This design comes from an exercise in tuning for small area and a short achievable clock period on the open sky130 flow, not from production work. Function was checked by simulation only, so behaviour that the tests miss may differ from the original. Power figures rest on the tool's default switching activity, not on a simulated workload.

**design/flow/design.v**
```verilog
`timescale 1ns / 1ps
module FIFO_Project(clk, resetn, soft_reset, read_enb, write_enb, data_in,
                    data_out, valid, full);
input clk, resetn, soft_reset, read_enb, write_enb;
input [7:0] data_in;
output reg [7:0] data_out;
output reg valid;    
output reg full;
reg [7:0] fifo [0:15];
reg [3:0] last;      
wire clr = !resetn || soft_reset;
wire wr  = write_enb && !full;
wire rd  = read_enb && valid;
integer k;
always @(posedge clk)
    if (wr) begin
        fifo[0] <= data_in;
        for (k = 1; k < 16; k = k + 1)
            fifo[k] <= fifo[k - 1];
    end
always @(posedge clk)
    if (clr)
        data_out <= 8'd0;
    else if (rd)
        data_out <= fifo[last];
always @(posedge clk)
    if (clr)
        last <= 4'd0;
    else if (wr && !rd && valid)
        last <= last + 4'd1;
    else if (rd && !wr && last != 4'd0)
        last <= last - 4'd1;
always @(posedge clk) begin
    valid <= !clr && (wr || (valid && !(read_enb && last == 4'd0)));
    full  <= !clr && !(read_enb && valid) && (wr ? (valid && last == 4'd14) : full);
end
endmodule
`timescale 1ns / 1ps
module Synchronizer_Project(clk, resetn, valid, read_enb, soft_reset);
input clk, resetn, valid, read_enb;
output reg soft_reset;
reg [4:0] cnt;
always @(posedge clk)
    if (!resetn || !valid || read_enb) begin
        cnt <= 5'd0;
        soft_reset <= 1'b0;
    end else if (cnt == 5'b11000) begin
        cnt <= 5'd0;
        soft_reset <= 1'b1;
    end else begin
        cnt <= {cnt[3:0], ~(cnt[4] ^ cnt[2])};
        soft_reset <= 1'b0;
    end
endmodule
`timescale 1ns / 1ps
module FSM_Project(clk, resetn, soft_reset, pkt_valid, addr_in, empty_in,
                   fifo_full, parity_done, low_pkt_valid, addr,
                   detect_add, lfd_state, ld_state, lp_state, cpe_state,
                   full_state, laf_state, busy);
input clk, resetn, soft_reset, pkt_valid;
input [1:0] addr_in;
input [2:0] empty_in;
input fifo_full, parity_done, low_pkt_valid;
output reg [1:0] addr;
output detect_add, lfd_state, ld_state, lp_state, cpe_state, full_state, laf_state;
output reg busy;
reg s_da, s_lfd, s_ld, s_lp, s_cpe, s_ffs, s_laf, s_wte;
wire [3:0] empty4 = {1'b0, empty_in};
wire hdr_ok     = pkt_valid && (addr_in != 2'd3);
wire hdr_empty  = empty4[addr_in];
wire addr_empty = empty4[addr];
wire clr = !resetn || soft_reset;
always @(posedge clk) begin
    s_da  <= clr || (s_da && !hdr_ok) || (s_cpe && !fifo_full) || (s_laf && parity_done);
    s_lfd <= !clr && ((s_da && hdr_ok && hdr_empty) || (s_wte && addr_empty));
    s_wte <= !clr && ((s_da && hdr_ok && !hdr_empty) || (s_wte && !addr_empty));
    s_ld  <= !clr && (s_lfd || (s_ld && !fifo_full && pkt_valid) ||
                      (s_laf && !parity_done && !low_pkt_valid));
    s_lp  <= !clr && ((s_ld && !fifo_full && !pkt_valid) ||
                      (s_laf && !parity_done && low_pkt_valid));
    s_cpe <= !clr && s_lp;
    s_ffs <= !clr && ((s_ld || s_cpe || s_ffs) && fifo_full);
    s_laf <= !clr && s_ffs && !fifo_full;
    busy  <= !clr && ((s_da && hdr_ok) || (s_ld && (fifo_full || !pkt_valid)) ||
                      s_lp || s_ffs || s_wte || (s_cpe && fifo_full) ||
                      (s_laf && !parity_done && low_pkt_valid));
end
always @(posedge clk)
    if (s_da)
        addr <= addr_in;
assign detect_add = s_da;
assign lfd_state  = s_lfd;
assign ld_state   = s_ld;
assign lp_state   = s_lp;
assign cpe_state  = s_cpe;
assign full_state = s_ffs;
assign laf_state  = s_laf;
endmodule
`timescale 1ns / 1ps
module Register_Project(input clk, resetn, pkt_valid,
                        input [7:0] data_in,
                        input fifo_full, detect_add, ld_state, laf_state, lfd_state, cpe_state,
                        output reg err, parity_done, low_pkt_valid,
                        output reg [7:0] data_out);
reg [7:0] fifo_full_state_byte, internal_parity, packet_parity_byte;
always @(posedge clk)
    if (!resetn)
        parity_done <= 1'b0;
    else if (ld_state && !fifo_full && !pkt_valid)
        parity_done <= 1'b1;
    else if (laf_state && low_pkt_valid && !parity_done)
        parity_done <= 1'b1;
    else if (detect_add)
        parity_done <= 1'b0;
always @(posedge clk)
    if (!resetn)
        low_pkt_valid <= 1'b0;
    else if (ld_state && !pkt_valid)
        low_pkt_valid <= 1'b1;
    else if (cpe_state)
        low_pkt_valid <= 1'b0;
always @(posedge clk)
    if (ld_state && fifo_full)
        fifo_full_state_byte <= data_in;
always @(posedge clk)
    if (detect_add || (ld_state && !fifo_full))
        data_out <= data_in;
    else if (laf_state)
        data_out <= fifo_full_state_byte;
always @(posedge clk)
    if (lfd_state)
        internal_parity <= data_out;
    else if (ld_state && pkt_valid)
        internal_parity <= internal_parity ^ data_in;
    else if (detect_add)
        internal_parity <= 8'd0;
always @(posedge clk)
    if (ld_state && !pkt_valid)
        packet_parity_byte <= data_in;
always @(posedge clk)
    if (!resetn)
        err <= 1'b0;
    else if (parity_done)
        err <= internal_parity != packet_parity_byte;
endmodule
`timescale 1ns / 1ps
module Router_Top_Level_1x3(clock,resetn,read_enb_0,read_enb_1,read_enb_2,data_in,pkt_valid,data_out_0,data_out_1,data_out_2,valid_out_0,valid_out_1,valid_out_2,error,busy);
input clock,resetn,read_enb_0,read_enb_1,read_enb_2,pkt_valid;
input [7:0] data_in;
output valid_out_0,valid_out_1,valid_out_2,error,busy;
output [7:0] data_out_0,data_out_1,data_out_2;
wire [2:0] soft_reset, valid, full, read_enb;
wire [7:0] reg_out;
wire [1:0] addr;
wire detect_add, lfd_state, ld_state, lp_state, cpe_state, full_state, laf_state;
wire parity_done, low_pkt_valid;
assign read_enb = {read_enb_2, read_enb_1, read_enb_0};
assign valid_out_0 = valid[0];
assign valid_out_1 = valid[1];
assign valid_out_2 = valid[2];
wire [3:0] full4 = {1'b0, full};
wire fifo_full = full4[addr];
wire write_enb_reg = ld_state || lp_state || laf_state;
wire [2:0] write_enb = {3{write_enb_reg}} & {addr == 2'd2, addr == 2'd1, addr == 2'd0};
FIFO_Project fifo_0(.clk(clock), .resetn(resetn), .soft_reset(soft_reset[0]),
                    .read_enb(read_enb_0), .write_enb(write_enb[0]), .data_in(reg_out),
                    .data_out(data_out_0), .valid(valid[0]), .full(full[0]));
FIFO_Project fifo_1(.clk(clock), .resetn(resetn), .soft_reset(soft_reset[1]),
                    .read_enb(read_enb_1), .write_enb(write_enb[1]), .data_in(reg_out),
                    .data_out(data_out_1), .valid(valid[1]), .full(full[1]));
FIFO_Project fifo_2(.clk(clock), .resetn(resetn), .soft_reset(soft_reset[2]),
                    .read_enb(read_enb_2), .write_enb(write_enb[2]), .data_in(reg_out),
                    .data_out(data_out_2), .valid(valid[2]), .full(full[2]));
Synchronizer_Project sync_0(.clk(clock), .resetn(resetn), .valid(valid[0]),
                            .read_enb(read_enb_0), .soft_reset(soft_reset[0]));
Synchronizer_Project sync_1(.clk(clock), .resetn(resetn), .valid(valid[1]),
                            .read_enb(read_enb_1), .soft_reset(soft_reset[1]));
Synchronizer_Project sync_2(.clk(clock), .resetn(resetn), .valid(valid[2]),
                            .read_enb(read_enb_2), .soft_reset(soft_reset[2]));
FSM_Project fsm0(.clk(clock), .resetn(resetn), .soft_reset(|soft_reset),
                 .pkt_valid(pkt_valid), .addr_in(data_in[1:0]), .empty_in(~valid),
                 .fifo_full(fifo_full), .parity_done(parity_done), .low_pkt_valid(low_pkt_valid),
                 .addr(addr), .detect_add(detect_add), .lfd_state(lfd_state), .ld_state(ld_state),
                 .lp_state(lp_state), .cpe_state(cpe_state), .full_state(full_state),
                 .laf_state(laf_state), .busy(busy));
Register_Project register(.clk(clock), .resetn(resetn), .pkt_valid(pkt_valid), .data_in(data_in),
                          .fifo_full(fifo_full), .detect_add(detect_add), .ld_state(ld_state),
                          .laf_state(laf_state), .lfd_state(lfd_state), .cpe_state(cpe_state),
                          .err(error), .parity_done(parity_done), .low_pkt_valid(low_pkt_valid),
                          .data_out(reg_out));
endmodule
```
**design/flow/run.sh**
```bash
#!/bin/bash
# synth_recipe.tcl (not shown) runs the flow's synth.tcl, then flattens the netlist and writes it again
# the make line also repeats each setting of config.mk as NAME=value (left out here)
make -C /OpenROAD-flow-scripts/flow DESIGN_CONFIG=/design/flow/config.mk WORK_HOME=/design/flow/orfs CLKGATE_MAP_FILE= SYNTH_SCRIPT=/design/flow/synth_recipe.tcl finish
```
**design/flow/config.mk**
```make
export PLATFORM = sky130hd
export DESIGN_NAME = Router_Top_Level_1x3
export DESIGN_NICKNAME = Router_Top_Level_1x3
export VERILOG_FILES = /design/flow/design.v
export SDC_FILE = /design/flow/constraint.sdc
export NUM_CORES = 4
export LEC_CHECK = 0
export CAP_MARGIN = 20
export CORE_MARGIN = 2
export CORE_UTILIZATION = 55
export CTS_CLUSTER_DIAMETER = 100
export CTS_CLUSTER_SIZE = 30
export PLACE_DENSITY = 0.65
export SETUP_SLACK_MARGIN = 2.9
export SLEW_MARGIN = 20
```
**design/flow/constraint.sdc**
```tcl
create_clock -name core_clock -period 5.0 [get_ports {clock}]
set_input_delay 1.0000 -clock core_clock [delete_from_list [all_inputs] [get_ports {clock}]]
set_output_delay 1.0000 -clock core_clock [all_outputs]
set_load 0.01 [all_outputs]
```
==> notes.md <==
==> flip-flops by register name (all words and copies together) (netlist names), 5 cells and up <==
signal / count
fifo_0.fifo: 128
fifo_1.fifo: 128
fifo_2.fifo: 128
fifo_0.data_out: 8
fifo_1.data_out: 8
fifo_2.data_out: 8
register.data_out: 8
register.fifo_full_state_byte: 8
register.internal_parity: 8
register.packet_parity_byte: 8
sync_0.cnt: 5
sync_1.cnt: 5
sync_2.cnt: 5
==> through the flow <==
| stage | setup WS (ns) | hold slack [ns] | util, % |
|---|---|---|---|
| after floorplan | 1.589 | 0.4052 | - |
| after global placement | 1.726 | 0.4072 | 58.03 |
| after detailed placement | 1.680 | 0.4185 | 58.03 |
| after CTS | 2.889 | 0.4365 | 61.56 |
| after global routing | 2.860 | 0.4509 | 62.32 |
| final | 2.931 | 0.4368 | 62.32 |
==> layer usage <==
layer,vias to the layer above,global-route usage (%),wire [um]
met5,-,0,10
met1,5672,36.25,19150
met4,2,4.592,774
li1,5093,-,-
met2,363,32.41,18130
met3,53,2.638,2517
==> final cells by class <==
type / instances / area, um2 / share of cell area, %
sequential: 490 / 14060 / 65.83
timing repair buffer: 106 / 1119 / 5.235
clock inverter: 2 / 25.02 / 0.1171
inverter: 20 / 90.09 / 0.4216
multi-input combinational: 677 / 4913 / 23.00
clock buffer: 33 / 570.5 / 2.670
tap: 455 / 569.3 / 2.664
timing repair inverter: 2 / 15.01 / 0.07027
==> cells in the mapped netlist (4+ instances only) <==
master,count
o211ai_1,6
inv_1,19
o21a_1,4
nor2_1,26
and3_1,14
nor4_1,9
o221ai_1,4
a21oi_1,46
nor3b_1,5
buf_1,10
and2_1,17
xnor2_1,12
nand3_1,26
nand2_1,89
o21ai_0,59
nand2b_1,13
nor2b_1,10
a22o_1,10
nand4_1,4
a221oi_1,29
a311oi_1,5
o22ai_1,21
nand3b_1,6
a211o_1,6
mux2_2,17
buf_2,15
xor2_1,13
a21o_1,7
a211oi_1,10
a222oi_1,10
or2_2,4
a32oi_1,17
edfxtp_1,418
dfxtp_1,72
a22oi_1,59
mux2i_1,28
clkbuf_1,47
nor3_1,18
ha_1,15
a31oi_1,6
==> power breakdown <==
part	switching (W)	internal, W
Sequential	0.0000628	0.00447
Clock	0.00121	0.000808
Combinational	0.000161	0.000118
==> worst min-delay path by stage <==
stage | to | slack [ns]
final | sync_0.cnt[4] | 0.44
after floorplan | sync_0.cnt[4] | 0.41
after detailed placement | sync_0.cnt[4] | 0.42
after global routing | sync_0.cnt[4] | 0.45
after CTS | sync_0.cnt[4] | 0.44
after global placement | sync_0.cnt[4] | 0.41
==> repair_timing <==
action                                  4_1_cts  5_1_grt
resized for setup                           236       42
endpoints found under the setup margin      464      301
cloned                                        7        1
setup buffers                                25        8
pin swaps                                     5        9
==> logic make-up after synthesis <==
logic type,count (synthesis),synth area share [%]
AOI/OAI and AO/OA,334,12.65
muxes,46,2.600
and+or+nand+nor,257,6.919
adders and majority gates,15,0.9875
buffers and inverters,95,2.061
DFF,490,73.63
xor gates and xnor gates,25,1.152
==> metrics.md <==
| Metric | Value |
|---|---|
| Part of the cycle the worst path needs | `41.38%` |
| Leading cell type in the layout, fill and taps excluded | `edfxtp_1` |
| Max_slew headroom | `54.84%` |
| Final instance area | `0.02137 mm2` |
| RR Endpoint | `fifo_2.fifo[15][4]` |
| CP Capture Point | `data_out_2[1]` |
| CTS Sinks | `490` |
| Kind of critical path | `flop to primary output` |
| GR Overflow Total | `0` |
| Max VDD drop | `259.6 uV` |
| Final Hold Vio Count | `0` |
| Final Wtd Congestion | `0.8056` |
| Wire per inst | `22.74 um` |
| Flop2flop setup slack | `2.93 ns` |
| Max_cap viols | `0` |
| Mapped Nets | `1291` |
| R2r startpoint | `fsm0.addr[1]` |
| Synth Instances | `1262` |
| Antenna-violating nets left | `0` |
| Ys async rst share | `0%` |
| HPWL after DPL | `23.80 mm` |
| Clock Pin Slew Worst Setup and Hold Paths | `0.11 ns` |
| Fillers | `2525` |
| Ys flop type | `edfxtp_1` |
| Layout cell share with drive strength beyond 1 | `18.12%` |
| Vias in the first global route | `10675` |
| CP bufs+invs | `1` |
| Top Family by Delay on Critical Path | `flip-flops` |
| Yosys top cell by area | `edfxtp_1` |
| CP max FO | `2` |
| Hold Crit Start | `sync_0.cnt[3]` |
| Area contributors post-synth | `edfxtp_1 66%, dfxtp_1 7.6%, a22oi_1 2.3%` |
| Type of the worst min-delay path | `flop to flop` |
| Status | `finished clean` |
| # DRC | `0` |
| Clock Latency Late Sink | `0.56 ns` |
| Via density | `6.265` |
| Fmax | `483.4 MHz` |
| Clk root buf | `clkbuf_16` |
| Pre-antenna DRT Iters | `5` |
| # diodes | `0` |
| Area growth syn-to-layout | `12.42%` |
| Dpl cell area | `0.01990 mm2` |
| Min Tclk post-route | `2.069 ns` |
| Core Area | `0.03429 mm2` |
| Die outline width | `189.9 um` |
| Cell Area, Synth | `0.01901 mm2` |
| Final setup fails | `0` |
| Row Count | `68` |
| Inserted Clock Buffers | `20` |
| IO Pins | `43` |
| Number of stages on the worst setup path | `1` |
| Worst r2r path cells | `6` |
| Tot GR Track Use | `22.25%` |
| Clock Skew | `0.01952 ns` |
| Crit-path cells | `buf_2` |
| Clk buf depth | `3` |
| Die ar. | `0.03606 mm2` |
| Most frequent cells in the layout | `418 x edfxtp_1, 86 x nand2_1, 58 x a22oi_1` |
| Peak per-stage delay on the critical path | `0.38 ns` |
| Fin Setup TNS | `0 ns` |
| H-tree depth | `1` |
| DRT Wirelength | `40.58 mm` |
| CP Data Required Time | `4.00 ns` |
| Critical-path top delay cell | `dfxtp_4` |
| Post-CTS Hold Buffers | `0` |
| Post-Layout Cell Count | `1785` |
| Vias after detailed routing | `11183` |
| Share of the synthesized area in the top cell type | `66.04%` |
| First-pass GRT wire length | `62.59 mm` |
| EDFF count, synth | `418` |
| Register bit total from synthesis | `490` |
| Startpoint Class | `flop` |
| Tot Pwr | `0.006823 W` |
| Layout Nets | `1346` |
| Largest net degree at the start of global routing | `56` |
| Initial DRC count | `1056` |
| Critical Path End Type | `primary output` |
| Placed Cells | `1709` |
| Antenna violations before repair | `1` |
| CTS tree | `done` |
| Synth warnings | `5` |
| Leakage | `6.879 nW` |
| Port Buffers | `42` |
| Avg Cell Area, Syn | `15.06 um2` |
| Unrepaired setup endpoints after global routing | `true` |
| Least-Margin Pin Slew | `0.6749 ns` |
| Max-slew violations | `0` |
| Critical path launch point | `fifo_2.data_out[1]` |
| Worst path arrival time | `1.07 ns` |
| Yosys cell types | `70` |
| Total power divided by cell area | `319.3 mW/mm2` |
| Die height | `189.9 um` |
| Sequential element share of the synthesized area | `73.63%` |
| Initial Utilization | `55.43%` |
| Hold depth | `2` |

==> port drivers added, routing unchanged <==
The results above use ideal ports. As a check the final layout listed here was re-extracted and re-timed, cells and wires unchanged.
Step 1 (the two cells are an assumption about what drives the block):
set clk [get_ports {clock}]
set_driving_cell -lib_cell sky130_fd_sc_hd__clkbuf_16 $clk
set_driving_cell -lib_cell sky130_fd_sc_hd__buf_2 [delete_from_list [all_inputs] $clk]
Step 2 moves the port delays by t, midway between the first and last clock arrival at a register: inputs arrive t later, outputs are due t later. That takes back most of the time a late clock gives input paths.
Slacks: ideal ports / drivers / drivers and shift; pairs: ideal ports / drivers.
shift t [ns]: 0.603
slack for setup (ns): 2.931 / 2.881 / 2.383
worst data-port slew with drivers (ns): 0.08
After both steps this run still meets setup and hold. The setup slack of this run moves by -0.050 ns with the drivers and by -0.548 ns with both steps.
